Source: an optimization exercise on an open RTL-to-GDS flow (aim: small area, a short achievable clock period and few clock cycles per item). Production flows keep margins and buffers that such runs may drop. In this exercise RTL edits were held to simulation tests only and were not proved equivalent to the original. Power figures rest on the tool's default switching activity, not on a simulated workload.

**constraint.sdc**
```tcl
create_clock -name core_clock -period 9.0 [get_ports {clk}]
set_input_delay 1.8000 -clock core_clock [delete_from_list [all_inputs] [get_ports {clk}]]
set_output_delay 1.8000 -clock core_clock [all_outputs]
set_load 0.01 [all_outputs]
```
**design.v**
```verilog
`timescale 1ns / 1ps
module trng (
    input  wire       clk,
    input  wire        rst,
    input  wire        enable,       
    output reg  [7:0]  random_byte,  
    output reg         valid         
);
    reg [31:0] lfsr1;   
    reg [31:0] lfsr2;   
    wire feedback1 = lfsr1[31] ^ lfsr1[21] ^ lfsr1[1]  ^ lfsr1[0];
    wire feedback2 = lfsr2[31] ^ lfsr2[29] ^ lfsr2[25] ^ lfsr2[24];
    always @(posedge clk or posedge rst) begin
        if (rst) begin
            lfsr1 <= 32'hACE1BABE;
            lfsr2 <= 32'hDEADBEEF;
            random_byte <= 8'd0;
            valid <= 1'b0;
        end else begin
            if (enable) begin
                lfsr1 <= {lfsr1[30:0], feedback1};
                lfsr2 <= {lfsr2[30:0], feedback2};
                random_byte <= lfsr1[7:0] ^ lfsr2[23:16];  
                valid <= 1'b1;
            end else begin
                valid <= 1'b0;
            end
        end
    end
endmodule  
module seed_accumulator #(
    parameter SEED_WIDTH = 256,         
    parameter BYTES_PER_CYCLE = 1       
) (
    input wire clk,
    input wire rst,
    input wire start,                   
    input wire trng_valid,              
    input wire [7:0] trng_byte,         
    output reg [SEED_WIDTH-1:0] seed,   
    output reg seed_ready,              
    output reg collecting               
);
    localparam BYTES_NEEDED = SEED_WIDTH / 8;   
    localparam COUNTER_WIDTH = $clog2(BYTES_NEEDED) + 1;
    reg [COUNTER_WIDTH-1:0] byte_counter;
    reg [SEED_WIDTH-1:0] seed_buffer;
    always @(posedge clk or posedge rst) begin
        if (rst) begin
            seed <= {SEED_WIDTH{1'b0}};
            seed_ready <= 1'b0;
            collecting <= 1'b0;
            byte_counter <= 0;
            seed_buffer <= {SEED_WIDTH{1'b0}};
        end else begin
            if (start && !collecting && !seed_ready) begin
                collecting <= 1'b1;
                seed_ready <= 1'b0;
                byte_counter <= 0;
                seed_buffer <= {SEED_WIDTH{1'b0}};
            end else if (collecting) begin
                if (trng_valid) begin
                    seed_buffer <= {seed_buffer[SEED_WIDTH-9:0], trng_byte};
                    byte_counter <= byte_counter + 1;
                    if (byte_counter >= BYTES_NEEDED - 1) begin
                        seed <= {seed_buffer[SEED_WIDTH-9:0], trng_byte};
                        seed_ready <= 1'b1;
                        collecting <= 1'b0;
                        byte_counter <= 0;
                    end
                end
            end else if (seed_ready) begin
                if (!start) begin
                    seed_ready <= 1'b0;
                end
            end
        end
    end
endmodule  
`timescale 1ns / 1ps
module trng_system #(
    parameter SEED_WIDTH = 256  
) (
    input wire clk,
    input wire rst,
    input wire start_seed_collection,  
    output wire [SEED_WIDTH-1:0] seed,  
    output wire seed_ready,       
    output wire collecting      
);
    wire [7:0] trng_byte;  
    wire trng_valid;  
    wire trng_enable;  
    assign trng_enable = collecting;
    trng trng_inst (
        .clk(clk),
        .rst(rst),
        .enable(trng_enable),
        .random_byte(trng_byte),
        .valid(trng_valid)
    );
    seed_accumulator #(
        .SEED_WIDTH(SEED_WIDTH),
        .BYTES_PER_CYCLE(1) 
    ) accumulator_inst (
        .clk(clk),
        .rst(rst),
        .start(start_seed_collection),
        .trng_valid(trng_valid),
        .trng_byte(trng_byte),
        .seed(seed),
        .seed_ready(seed_ready),
        .collecting(collecting)
    ); 
endmodule
module keccak_core #(
    parameter ROUNDS = 24
) (
    input wire clk,
    input wire rst,
    input wire start,  
    input wire [1599:0] state_in,
    output reg [1599:0] state_out,
    output reg done
);
    reg [1599:0] state;
    reg [4:0] round_count;
    reg processing;
    function [63:0] RC;
        input [4:0] idx;
        case (idx)
            5'd0: RC = 64'h0000000000000001;
            5'd1: RC = 64'h0000000000008082;
            5'd2: RC = 64'h800000000000808A;
            5'd3: RC = 64'h8000000080008000;
            5'd4: RC = 64'h000000000000808B;
            5'd5: RC = 64'h0000000080000001;
            5'd6: RC = 64'h8000000080008081;
            5'd7: RC = 64'h8000000000008009;
            5'd8: RC = 64'h000000000000008A;
            5'd9: RC = 64'h0000000000000088;
            5'd10: RC = 64'h0000000080008009;
            5'd11: RC = 64'h000000008000000A;
            5'd12: RC = 64'h000000008000808B;
            5'd13: RC = 64'h800000000000008B;
            5'd14: RC = 64'h8000000000008089;
            5'd15: RC = 64'h8000000000008003;
            5'd16: RC = 64'h8000000000008002;
            5'd17: RC = 64'h8000000000000080;
            5'd18: RC = 64'h000000000000800A;
            5'd19: RC = 64'h800000008000000A;
            5'd20: RC = 64'h8000000080008081;
            5'd21: RC = 64'h8000000000008080;
            5'd22: RC = 64'h0000000080000001;
            5'd23: RC = 64'h8000000080008008;
            default: RC = 64'h0;
        endcase
    endfunction
    always @(posedge clk or posedge rst) begin
        if (rst) begin
            state <= 1600'd0;
            state_out <= 1600'd0;
            done <= 1'b0;
            round_count <= 5'd0;
            processing <= 1'b0;
        end else begin
            if (start && !processing) begin
                state <= state_in;
                round_count <= 5'd0;
                processing <= 1'b1;
                done <= 1'b0;
            end else if (processing) begin
                if (round_count < ROUNDS) begin
                    state <= state ^ 
                             {state[1535:0], state[1599:1536]} ^ 
                             {state[1471:0], state[1599:1472]} ^
                             {state[1279:0], state[1599:1280]} ^
                             RC(round_count);
                    round_count <= round_count + 1;
                end else begin
                    state_out <= state;
                    done <= 1'b1;
                    processing <= 1'b0;
                end
            end else begin
                done <= 1'b0;
            end
        end
    end
endmodule
module shake256_drbg #(
    parameter SEED_WIDTH = 256,
    parameter OUTPUT_WIDTH = 32,
    parameter RATE = 1088
) (
    input wire clk,
    input wire rst,
    input wire reseed,
    input wire [SEED_WIDTH-1:0] seed,
    input wire gen,
    output reg [OUTPUT_WIDTH-1:0] random_out,
    output reg valid
);
    localparam IDLE = 3'd0; 
    localparam ABSORB = 3'd1; 
    localparam PERMUTE = 3'd2; 
    localparam SQUEEZE = 3'd3; 
    localparam OUTPUT = 3'd4; 
    localparam WAIT_PERMUTE = 3'd5; 
    reg [2:0] state;
    reg [1599:0] keccak_state; 
    reg keccak_start;  
    wire [1599:0] keccak_state_out;
    wire keccak_done;  
    reg [1087:0] output_buffer;
    reg [10:0] bits_available;
    reg [31:0] output_counter;
    reg seeded;
    keccak_core #(
        .ROUNDS(24)
    ) keccak_inst (
        .clk(clk),
        .rst(rst),
        .start(keccak_start),
        .state_in(keccak_state),
        .state_out(keccak_state_out),
        .done(keccak_done)
    );
    always @(posedge clk or posedge rst) begin
        if (rst) begin
            state <= IDLE;
            keccak_state <= 1600'd0;
            keccak_start <= 1'b0;
            output_buffer <= 1088'd0;
            bits_available <= 11'd0;
            random_out <= 32'd0;
            valid <= 1'b0;
            output_counter <= 32'd0;
            seeded <= 1'b0;
        end else begin
            case (state)
                IDLE: begin
                    valid <= 1'b0;
                    keccak_start <= 1'b0;
                    if (reseed) begin
                        keccak_state <= 1600'd0;
                        keccak_state[SEED_WIDTH-1:0] <= seed;
                        keccak_state[SEED_WIDTH+7:SEED_WIDTH] <= 8'h1F;  
                        keccak_state[RATE-1:RATE-8] <= 8'h80; 
                        bits_available <= 11'd0;
                        output_counter <= 32'd0;
                        seeded <= 1'b1;
                        state <= ABSORB; 
                    end else if (gen && seeded) begin
                        if (bits_available >= OUTPUT_WIDTH)  
			 begin
                            random_out <= output_buffer[OUTPUT_WIDTH-1:0];
                            output_buffer <= output_buffer >> OUTPUT_WIDTH;
                            bits_available <= bits_available - OUTPUT_WIDTH;
                            output_counter <= output_counter + 1;
                            valid <= 1'b1;
                            state <= OUTPUT;
                        end else begin
                            state <= WAIT_PERMUTE;
                        end
                    end
                end
                ABSORB: begin
                    keccak_start <= 1'b1;
                    state <= PERMUTE;
                end
                WAIT_PERMUTE: begin
                    keccak_start <= 1'b1;
                    state <= PERMUTE;
                end
                PERMUTE: begin
                    keccak_start <= 1'b0;
                    if (keccak_done) begin
                        keccak_state <= keccak_state_out;
                        state <= SQUEEZE;
                    end
                end
                SQUEEZE: begin
                    random_out <= keccak_state_out[OUTPUT_WIDTH-1:0];
                    output_buffer <= keccak_state_out[RATE-1:OUTPUT_WIDTH];
                    bits_available <= RATE - OUTPUT_WIDTH;
                    output_counter <= output_counter + 1;
                    valid <= 1'b1;
                    state <= OUTPUT;
                end
                OUTPUT: begin
                    valid <= 1'b0;
                    state <= IDLE;
                end
                default: state <= IDLE;
            endcase
        end
    end
endmodule  
`timescale 1ns / 1ps
module drbg_system #(
    parameter SEED_WIDTH = 256,
    parameter MASK_WIDTH = 32
) (
    input wire clk,
    input wire rst,
    input wire start_reseed,
    input wire gen_mask,
    output wire [MASK_WIDTH-1:0] mask_out,
    output wire mask_valid,
    output wire reseeding
);
    wire [SEED_WIDTH-1:0] seed;
    wire seed_ready;
    wire collecting;
    wire [MASK_WIDTH-1:0] drbg_out;
    wire drbg_valid;
    reg absorbing;
    trng_system #(
        .SEED_WIDTH(SEED_WIDTH)
    ) trng_sys_inst (
        .clk(clk),
        .rst(rst),
        .start_seed_collection(start_reseed),
        .seed(seed),
        .seed_ready(seed_ready),
        .collecting(collecting)
    );
    shake256_drbg #(
        .SEED_WIDTH(SEED_WIDTH),
        .OUTPUT_WIDTH(MASK_WIDTH)
    ) drbg_inst (
        .clk(clk),
        .rst(rst),
        .reseed(seed_ready),
        .seed(seed),
        .gen(gen_mask),
        .random_out(drbg_out),
        .valid(drbg_valid)
    );
    always @(posedge clk or posedge rst) begin
        if (rst) begin
            absorbing <= 1'b0;
        end else if (seed_ready) begin
            absorbing <= 1'b1;
        end else if (drbg_valid) begin
            absorbing <= 1'b0;
        end
    end
    assign mask_out   = drbg_out;
    assign mask_valid = drbg_valid & ~absorbing;
    assign reseeding  = collecting | seed_ready | absorbing;
endmodule
`timescale 1ns / 1ps
module masked_gaussian_sampler_cdt_multi_sigma #(
    parameter PRECISION = 64,
    parameter TABLE_SIZE = 21,
    parameter X_MIN = -10,
    parameter X_MAX = 10,
    parameter SAMPLE_WIDTH = 16,
    parameter CENTER_WIDTH = 32,
    parameter CENTER_FRAC_BITS = 16,
    parameter MASK_WIDTH = 32,
    parameter NUM_SIGMA_TABLES = 4,
    parameter SIGMA_SEL_WIDTH = 2
) (
    input wire clk,
    input wire rst,
    input wire start,
    input wire [PRECISION-1:0] random_u,  
    input wire signed [CENTER_WIDTH-1:0] center,  
    input wire [SIGMA_SEL_WIDTH-1:0] sigma_sel,  
    input wire [MASK_WIDTH-1:0] mask_in, 
    input wire mask_valid, 
    output reg req_mask,
    output reg signed [SAMPLE_WIDTH-1:0] sample_share0,
    output reg signed [SAMPLE_WIDTH-1:0] sample_share1,
    output reg valid
);
    function [PRECISION-1:0] CDT_tables;
        input [SIGMA_SEL_WIDTH-1:0] tsel;
        input [7:0] tidx;
        case ({tsel, tidx})
            {2'd0, 8'd0}: CDT_tables = 64'h00000000000EE2BD;
            {2'd0, 8'd1}: CDT_tables = 64'h0000000010008171;
            {2'd0, 8'd2}: CDT_tables = 64'h0000000970EE458A;
            {2'd0, 8'd3}: CDT_tables = 64'h00000311062D9F70;
            {2'd0, 8'd4}: CDT_tables = 64'h00008CF77AB42DFF;
            {2'd0, 8'd5}: CDT_tables = 64'h000E14BA89683A83;
            {2'd0, 8'd6}: CDT_tables = 64'h00CA265B5AF726A0;
            {2'd0, 8'd7}: CDT_tables = 64'h0674F109D1541480;
            {2'd0, 8'd8}: CDT_tables = 64'h1EC915D5A762BC00;
            {2'd0, 8'd9}: CDT_tables = 64'h590A2916917F0000;
            {2'd0, 8'd10}: CDT_tables = 64'hA6F5D6E96E810000;
            {2'd0, 8'd11}: CDT_tables = 64'hE136EA2A589D4000;
            {2'd0, 8'd12}: CDT_tables = 64'hF98B0EF62EABE800;
            {2'd0, 8'd13}: CDT_tables = 64'hFF35D9A4A508D800;
            {2'd0, 8'd14}: CDT_tables = 64'hFFF1EB457697C800;
            {2'd0, 8'd15}: CDT_tables = 64'hFFFF7308854BD000;
            {2'd0, 8'd16}: CDT_tables = 64'hFFFFFCEEF9D26000;
            {2'd0, 8'd17}: CDT_tables = 64'hFFFFFFF68F11B800;
            {2'd0, 8'd18}: CDT_tables = 64'hFFFFFFFFEFFF8000;
            {2'd0, 8'd19}: CDT_tables = 64'hFFFFFFFFFFF12000;
            {2'd0, 8'd20}: CDT_tables = 64'hFFFFFFFFFFFFF800;
            {2'd1, 8'd0}: CDT_tables = 64'h000000000659B572;
            {2'd1, 8'd1}: CDT_tables = 64'h00000002B8F741D2;
            {2'd1, 8'd2}: CDT_tables = 64'h000000B590E72FEC;
            {2'd1, 8'd3}: CDT_tables = 64'h00001CD344A4FC69;
            {2'd1, 8'd4}: CDT_tables = 64'h0002CCD2B5B09B07;
            {2'd1, 8'd5}: CDT_tables = 64'h002AD9BD378C9A00;
            {2'd1, 8'd6}: CDT_tables = 64'h0196F4E57E49CE10;
            {2'd1, 8'd7}: CDT_tables = 64'h097D99CBA24F3A80;
            {2'd1, 8'd8}: CDT_tables = 64'h245959D1BF359400;
            {2'd1, 8'd9}: CDT_tables = 64'h5C493B6163AE2800;
            {2'd1, 8'd10}: CDT_tables = 64'hA3B6C49E9C51D800;
            {2'd1, 8'd11}: CDT_tables = 64'hDBA6A62E40CA7000;
            {2'd1, 8'd12}: CDT_tables = 64'hF68266345DB0C800;
            {2'd1, 8'd13}: CDT_tables = 64'hFE690B1A81B63000;
            {2'd1, 8'd14}: CDT_tables = 64'hFFD52642C8736800;
            {2'd1, 8'd15}: CDT_tables = 64'hFFFD332D4A4F6800;
            {2'd1, 8'd16}: CDT_tables = 64'hFFFFE32CBB5B0000;
            {2'd1, 8'd17}: CDT_tables = 64'hFFFFFF4A6F18D000;
            {2'd1, 8'd18}: CDT_tables = 64'hFFFFFFFD4708C000;
            {2'd1, 8'd19}: CDT_tables = 64'hFFFFFFFFF9A64800;
            {2'd1, 8'd20}: CDT_tables = 64'hFFFFFFFFFFF70800;
            {2'd2, 8'd0}: CDT_tables = 64'h00000001E6115527;
            {2'd2, 8'd1}: CDT_tables = 64'h000000595C58E8E5;
            {2'd2, 8'd2}: CDT_tables = 64'h00000AF66F2B0869;
            {2'd2, 8'd3}: CDT_tables = 64'h0000E65F278E0081;
            {2'd2, 8'd4}: CDT_tables = 64'h000CB368A46711A3;
            {2'd2, 8'd5}: CDT_tables = 64'h007906810C990728;
            {2'd2, 8'd6}: CDT_tables = 64'h03108502FC5AF4E0;
            {2'd2, 8'd7}: CDT_tables = 64'h0DAA7E3702BC8800;
            {2'd2, 8'd8}: CDT_tables = 64'h2AA56BF30A40DC00;
            {2'd2, 8'd9}: CDT_tables = 64'h5F9E1E001AFF9C00;
            {2'd2, 8'd10}: CDT_tables = 64'hA061E1FFE5006000;
            {2'd2, 8'd11}: CDT_tables = 64'hD55A940CF5BF2000;
            {2'd2, 8'd12}: CDT_tables = 64'hF25581C8FD437800;
            {2'd2, 8'd13}: CDT_tables = 64'hFCEF7AFD03A50800;
            {2'd2, 8'd14}: CDT_tables = 64'hFF86F97EF366F800;
            {2'd2, 8'd15}: CDT_tables = 64'hFFF34C975B98F000;
            {2'd2, 8'd16}: CDT_tables = 64'hFFFF19A0D8720000;
            {2'd2, 8'd17}: CDT_tables = 64'hFFFFF50990D4F800;
            {2'd2, 8'd18}: CDT_tables = 64'hFFFFFFA6A3A71800;
            {2'd2, 8'd19}: CDT_tables = 64'hFFFFFFFE19EEA800;
            {2'd2, 8'd20}: CDT_tables = 64'hFFFFFFFFF91F5800;
            {2'd3, 8'd0}: CDT_tables = 64'h0000025D76E74AF6;
            {2'd3, 8'd1}: CDT_tables = 64'h0000245F4DF3A3D8;
            {2'd3, 8'd2}: CDT_tables = 64'h0001A6431F8A6A6A;
            {2'd3, 8'd3}: CDT_tables = 64'h000E7DA056E72672;
            {2'd3, 8'd4}: CDT_tables = 64'h0060A48E8B33C8B4;
            {2'd3, 8'd5}: CDT_tables = 64'h01EB7293A6936DE0;
            {2'd3, 8'd6}: CDT_tables = 64'h077D1AC06D808F00;
            {2'd3, 8'd7}: CDT_tables = 64'h169A44CF1CF07C00;
            {2'd3, 8'd8}: CDT_tables = 64'h356FCC76C2E80C00;
            {2'd3, 8'd9}: CDT_tables = 64'h64BADAA817517C00;
            {2'd3, 8'd10}: CDT_tables = 64'h9B452557E8AE8800;
            {2'd3, 8'd11}: CDT_tables = 64'hCA9033893D17F000;
            {2'd3, 8'd12}: CDT_tables = 64'hE965BB30E30F8000;
            {2'd3, 8'd13}: CDT_tables = 64'hF882E53F927F7000;
            {2'd3, 8'd14}: CDT_tables = 64'hFE148D6C596C9000;
            {2'd3, 8'd15}: CDT_tables = 64'hFF9F5B7174CC3800;
            {2'd3, 8'd16}: CDT_tables = 64'hFFF1825FA918D800;
            {2'd3, 8'd17}: CDT_tables = 64'hFFFE59BCE0759800;
            {2'd3, 8'd18}: CDT_tables = 64'hFFFFDBA0B20C6000;
            {2'd3, 8'd19}: CDT_tables = 64'hFFFFFDA28918B800;
            {2'd3, 8'd20}: CDT_tables = 64'hFFFFFFE2558C1800;
            default: CDT_tables = {PRECISION{1'b1}};
        endcase
    endfunction
    localparam IDLE = 3'd0;
    localparam REQUEST_MASK = 3'd1;
    localparam WAIT_MASK = 3'd2;
    localparam SEARCH = 3'd3;
    localparam ADD_CENTER = 3'd4;
    localparam MASK_OUTPUT = 3'd5;
    localparam DONE = 3'd6;
    reg [2:0] state;
    reg [7:0] left, right, mid;
    wire [7:0] mid_w = (left + right) >> 1;
    reg [3:0] search_iter;
    reg signed [SAMPLE_WIDTH-1:0] sample_unmasked;
    reg signed [SAMPLE_WIDTH-1:0] sample_with_center;
    reg [SIGMA_SEL_WIDTH-1:0] current_sigma_sel;
    reg [MASK_WIDTH-1:0] current_mask;
    localparam SEARCH_DEPTH = 7;   
    always @(posedge clk or posedge rst) begin
        if (rst) begin
            state <= IDLE;
            sample_share0 <= 0;
            sample_share1 <= 0;
            valid <= 0;
            left <= 0;
            right <= 0;
            mid <= 0;
            search_iter <= 0;
            sample_unmasked <= 0;
            sample_with_center <= 0;
            current_mask <= 0;
            current_sigma_sel <= 0;
            req_mask <= 0;
        end else begin
            case (state)
                IDLE: begin
                    valid <= 0;
                    req_mask <= 0;
                    if (start) begin
                        current_sigma_sel <= sigma_sel;
                        req_mask <= 1;
                        state <= REQUEST_MASK;  
                    end
                end
                REQUEST_MASK: begin
                    req_mask <= 0;
                    state <= WAIT_MASK;
                end 
                WAIT_MASK: begin
                    if (mask_valid) begin
                        current_mask <= mask_in;
                        left <= 0;
                        right <= TABLE_SIZE - 1;
                        search_iter <= 0;
                        state <= SEARCH;
                    end
                end
                SEARCH: begin
                    if (left < right) begin
                        mid <= (left + right) >> 1;
if (random_u <= CDT_tables(current_sigma_sel, mid_w)) begin
                            right <= mid_w;
                        end else begin
                            left <= mid_w + 1;
                        end
                        search_iter <= search_iter + 1;
                        if (search_iter >= SEARCH_DEPTH) begin
                            state <= ADD_CENTER;
                        end
                    end else begin
                        sample_unmasked <= X_MIN + left;
                        state <= ADD_CENTER;
                    end
                end
                ADD_CENTER: begin
                    if (center >= 0) begin
                        sample_with_center <= sample_unmasked + 
                            ((center + (1 << (CENTER_FRAC_BITS-1))) >> CENTER_FRAC_BITS);
                    end else begin
                        sample_with_center <= sample_unmasked + 
                            ((center - (1 << (CENTER_FRAC_BITS-1))) >> CENTER_FRAC_BITS);
                    end
                    state <= MASK_OUTPUT;
                end
                MASK_OUTPUT: begin
                    sample_share0 <= sample_with_center ^ current_mask[SAMPLE_WIDTH-1:0];
                    sample_share1 <= current_mask[SAMPLE_WIDTH-1:0];
                    state <= DONE;  
                end
                DONE: begin
                    valid <= 1;
                    state <= IDLE;
                end
                default: state <= IDLE;
            endcase
        end
    end
endmodule
`timescale 1ns / 1ps
module masked_gaussian_system_multi_sigma #(
    parameter PRECISION = 64,
    parameter TABLE_SIZE = 21,
    parameter X_MIN = -10,
    parameter X_MAX = 10,
    parameter SAMPLE_WIDTH = 16,
    parameter CENTER_WIDTH = 32,
    parameter CENTER_FRAC_BITS = 16,
    parameter SEED_WIDTH = 256,
    parameter MASK_WIDTH = 32,
    parameter NUM_SIGMA_TABLES = 4,
    parameter SIGMA_SEL_WIDTH = 2
) (
    input wire clk,
    input wire rst,
    input wire start_reseed,
    input wire start_sample,
    input wire [PRECISION-1:0] random_u,
    input wire signed [CENTER_WIDTH-1:0] center,
    input wire [SIGMA_SEL_WIDTH-1:0] sigma_sel,   
    output wire signed [SAMPLE_WIDTH-1:0] sample_share0,
    output wire signed [SAMPLE_WIDTH-1:0] sample_share1,
    output wire sample_valid,
    output wire reseeding,
    output wire [SAMPLE_WIDTH-1:0] sample_reconstructed   
);
    wire [MASK_WIDTH-1:0] mask_out;
    wire mask_valid;
    wire req_mask;
    drbg_system #(
        .SEED_WIDTH(SEED_WIDTH),
        .MASK_WIDTH(MASK_WIDTH)
    ) drbg_inst (
        .clk(clk),
        .rst(rst),
        .start_reseed(start_reseed),
        .gen_mask(req_mask),
        .mask_out(mask_out),
        .mask_valid(mask_valid),
        .reseeding(reseeding)
    );
    masked_gaussian_sampler_cdt_multi_sigma #(
        .PRECISION(PRECISION),
        .TABLE_SIZE(TABLE_SIZE),
        .X_MIN(X_MIN),
        .X_MAX(X_MAX),
        .SAMPLE_WIDTH(SAMPLE_WIDTH),
        .CENTER_WIDTH(CENTER_WIDTH),
        .CENTER_FRAC_BITS(CENTER_FRAC_BITS),
        .MASK_WIDTH(MASK_WIDTH),
        .NUM_SIGMA_TABLES(NUM_SIGMA_TABLES),
        .SIGMA_SEL_WIDTH(SIGMA_SEL_WIDTH)
    ) sampler_inst (
        .clk(clk),
        .rst(rst),
        .start(start_sample),
        .random_u(random_u),
        .center(center),
        .sigma_sel(sigma_sel),
        .mask_in(mask_out),
        .mask_valid(mask_valid),
        .req_mask(req_mask),
        .sample_share0(sample_share0),
        .sample_share1(sample_share1),
        .valid(sample_valid)
    );
    assign sample_reconstructed = sample_share0 ^ sample_share1;
endmodule
```
**run.sh**
```bash
#!/bin/bash
# synth_recipe.tcl (not shown) runs the flow's synth.tcl, then flattens the netlist and writes it again
# the make line also repeats each setting of config.mk as NAME=value (left out here)
make -C /OpenROAD-flow-scripts/flow DESIGN_CONFIG=/design/flow/config.mk WORK_HOME=/design/flow/orfs CLKGATE_MAP_FILE= SYNTH_SCRIPT=/design/flow/synth_recipe.tcl finish
```
**config.mk**
```make
export PLATFORM = sky130hd
export DESIGN_NAME = masked_gaussian_system_multi_sigma
export DESIGN_NICKNAME = masked_gaussian_system_multi_sigma
export VERILOG_FILES = /design/flow/design.v
export SDC_FILE = /design/flow/constraint.sdc
export NUM_CORES = 8
export LEC_CHECK = 0
export CAP_MARGIN = 20
export CORE_MARGIN = 2
export CORE_UTILIZATION = 40
export SLEW_MARGIN = 20
```
==> flow_summary.ini <==
[run_status]
status = timing/DRC/antenna clean

[worst_setup_path]
cp-start-kind = flop
crit_path_frequent_cell = buf_4
worst-r2r-setup-slack_ns = 1.06
cpMaxStageDelayCell = o21ai_1
worst-endpoint-arrival_ns = 8.79
r2r_cells = 28
r2r_start = sampler_inst.left[0]$_DFFE_PP0P_
max_stage_delay_ns = 0.83
r2r-end = sampler_inst.right[2]$_DFFE_PP0P_
path_buf_inv = 6
critPathMaxFanout = 14
crit_path_start = sampler_inst.left[0]$_DFFE_PP0P_
cp.required_ns = 9.86
crit_path_end_kind = flop
worstSetupPathType = reg2reg
critical_path.top_delay_family = compound AO/OA/AOI/OAI gates

[timing]
tightest_slew_ns = 1.258
rsz0062_at_grt = false
maxSlewViolCount = 0
fin_ws_ns = 1.064
max_freq_ghz = 0.1260
setup_tns_ns = 0
period_share = 0.8818
setup_viol = 0
period_needed_ns = 7.936
maxSlewHeadroom = 0.1610
finalHoldViolCount = 0
worst_clock_skew_ns = 0.07564

[die]
rows = 239
dieArea_um2 = 431800
design.core.area_um2 = 424300
die_w_um = 657.1
initial_core_util = 0.4021
ios = 152
fp.dieH_um = 657.1

[power]
ir_drop_mv = 0.3992
p_per_area_nw_per_um2 = 479.2
p_leak_nw = 86.00

[clock_tree]
cts_tree = yes
clock-root-buffer = clkbuf_16
insertion_delay_ns = 0.96
cts_max_level = 5
cts_setup_buffers = 0
cts_sinks = 3509
ctsResizeCount = 0
clk_pin_slew_ns = 0.07
numCtsBuffers = 386
cts_buffer_depth = 4
postCtsHoldBufs = 0

[run]
drv_cap = 0

[synth]
ys_ff_latch = 3509
synth_warnings = 6
synth_area_um2 = 170600
synth_area_leaders = dfrtp_1 51%, xnor2_1 8.6%, nand2_1 7.3%
synth-edff-count = 0
synth_top_area_frac = 0.5083
seq_area_frac_synth = 0.5149
syn_nets = 18390
ys_types = 94
synth_flop_cell = dfrtp_1
synthCells = 18164
avgSynthCellArea_um2 = 9.394
postSynth.asyncResetShare = 1.000
synth_top_area_cell = dfrtp_1

[layout]
area_growth_pct = 10.06
mostFrequentLayoutCells = 3465 x dfrtp_1, 3303 x nand2_1, 2433 x nor2_1
final_layout_size_suffix_gt1_frac = 0.1155
final_common_cell = dfrtp_1
final_nets = 17324

[grt]
overflow = 0
grt_start_max_net_pins = 238
grt_util_all_layers = 0.2018
grt_pass1_vias = 118837
grt_pass1_wl_um = 707500
antenna_found_initial = 15

[routing]
routed_via_density = 5.171
wl_per_cell_um = 19.06
finalWirelength_um = 439900
drc = 0
vias = 119356
dr.pass1.iters = 6
drtIter0Drc = 8752
final_antenna_net_count = 0

[min_path]
hp-start = drbg_inst.drbg_inst.keccak_inst.state_out[1280]$_DFFE_PP0P_
hold_class = reg2reg
min_to = drbg_inst.drbg_inst.keccak_state[1280]$_DFFE_PP0P_
timing.hold.worst_path_depth = 2

[place]
io_buffers = 136
post-place-ws_ns = 1.312
gp_congestion = 0.9327
dp_hpwl_um = 270200
[layer usage]
layer  wire [um]  vias up  GRT usage
li1            -    56907          -
met1      213800    60060     0.2953
met2      200000     1731     0.3203
met3       14630      646    0.02020
met4       11310       12    0.05112
met5          80        -          0
[report_power, final]
group,internal [mW],switching (mW),total [mW]
registers,22.8,7.32,30.1
clock network,9.30,6.66,16.0
logic,20.0,23.9,44.0
[worst max path at each step]
| stage | end | slack, ns | cells after the start |
|---|---|---|---|
| after floorplan | drbg_inst.absorbing$_DFFE_PP0P_ | -41.64 | 1 |
| after global placement | sampler_inst.left[4]$_DFFE_PP0P_ | 0.90 | 27 |
| after detailed placement | sampler_inst.right[2]$_DFFE_PP0P_ | 1.31 | 28 |
| after CTS | sampler_inst.right[2]$_DFFE_PP0P_ | 1.25 | 28 |
| after global routing | sampler_inst.right[5]$_DFFE_PP0P_ | 0.83 | 28 |
| final | sampler_inst.right[2]$_DFFE_PP0P_ | 1.06 | 28 |
[registers in the layout, summed over array words and instances (netlist names), 5 cells and up]
register                                               flops
drbg_inst.drbg_inst.keccak_inst.state                    800
drbg_inst.drbg_inst.keccak_inst.state_out                800
drbg_inst.drbg_inst.keccak_state                         800
drbg_inst.drbg_inst.output_buffer                        528
drbg_inst.trng_sys_inst.accumulator_inst.seed_buffer     232
drbg_inst.trng_sys_inst.accumulator_inst.seed            128
drbg_inst.trng_sys_inst.trng_inst.lfsr1                   32
drbg_inst.trng_sys_inst.trng_inst.lfsr2                   32
drbg_inst.drbg_inst.random_out                            16
sampler_inst.current_mask                                 16
sampler_inst.sample_share0                                16
sampler_inst.sample_share1                                16
sampler_inst.sample_with_center                           16
sampler_inst.sample_unmasked                              14
drbg_inst.trng_sys_inst.trng_inst.random_byte              8
sampler_inst.left                                          8
sampler_inst.right                                         7
drbg_inst.drbg_inst.bits_available                         6
drbg_inst.trng_sys_inst.accumulator_inst.byte_counter      6
drbg_inst.drbg_inst.keccak_inst.round_count                5
[cell type report]
type	count	area [um^2]
inverter	46	176.4
timing repair buffer	422	4228
clock buffer	573	11250
sequential	3509	87870
fill	40713	236500
clock inverter	126	1491
tap	5663	7086
antenna	10	25.02
multi-input combinational	12733	75680
[cells in the mapped netlist (9+ instances only)]
library cell  count
nand3_1         720
o31ai_1          12
a21oi_1        1173
xnor2_1        1666
o21a_1           10
nand2_1        3306
buf_1            86
or3_1            19
o21ai_1           9
clkbuf_1       1762
and3_1           11
dfstp_2          43
inv_1            45
or4_1            12
o211ai_1         16
xor2_1          824
o22ai_1          21
nand4_1          47
a211oi_1         14
a2111oi_0        11
nor2_1         2435
nand2b_1         10
a22o_1           18
nor2b_1           9
mux2i_1          24
nor3_1           96
a311oi_1          9
a21o_1           53
o21ai_0         175
buf_2            18
mux2_2         1027
nor4_1           49
ha_1            121
a31oi_1         683
dfrtp_1        3466
[worst register-to-register path, delay by kind of cell (launching register included)]
kind,cells,cell delay [ns]
and+or+nand+nor,8,2.01
AOI/OAI and AO/OA,11,3.33
DFF,1,0.41
buffers and inverters,6,1.25
adders and majority gates,2,0.63
muxes,1,0.20
[logic make-up after synthesis]
group | count (synthesis) | share of synthesized area
simple gates | 6771 | 0.1590
compound gates | 2297 | 0.07719
buf+inv | 1922 | 0.04268
mux | 1051 | 0.06918
flops | 3509 | 0.5149
xor+xnor | 2490 | 0.1278
fa+ha+maj | 124 | 0.009224
[metrics by stage]
step	std cells	hold WS, ns	utilization	power [mW]	cell area [um^2]
after floorplan	18164	0.3519	-	63.51	170600
after global placement	22370	0.4489	0.4123	73.58	175000
after detailed placement	22371	0.4557	0.4124	74.28	175000
after CTS	23070	0.4272	0.4424	90.73	187700
after global routing	23078	0.4788	0.4426	97.17	187800
final	23082	0.4447	0.4426	89.99	187800
Testbench counts, summed over its fixed seeds: cycles 25,725, samples 2,048.

-- what the ideal ports hide --
How much do the figures lean on ideal ports? The routed layout below was timed once more, with nothing changed but the port constraints.
Step 1 (the two cells are an assumption about what drives the block):
set clk [get_ports {clk}]
set_driving_cell -lib_cell sky130_fd_sc_hd__clkbuf_16 $clk
set_driving_cell -lib_cell sky130_fd_sc_hd__buf_2 [delete_from_list [all_inputs] $clk]
Step 2 also shifts input and output timing later by t, the mid clock arrival at the registers, as if the neighbouring blocks saw the same clock.
Three values: ideal, step 1, step 2; two values: the first two.
t, ns: 1.038
setup WS [ns]: 1.064 / 1.064 / 1.064
hold slack, ns: 0.445 / 0.445 / 0.445
clock arrival spread, ns: 0.087 / 0.087
After both steps setup and hold are still met in this run. For this run, drivers alone change the setup slack by 0.000 ns; drivers and shift together by 0.000 ns.
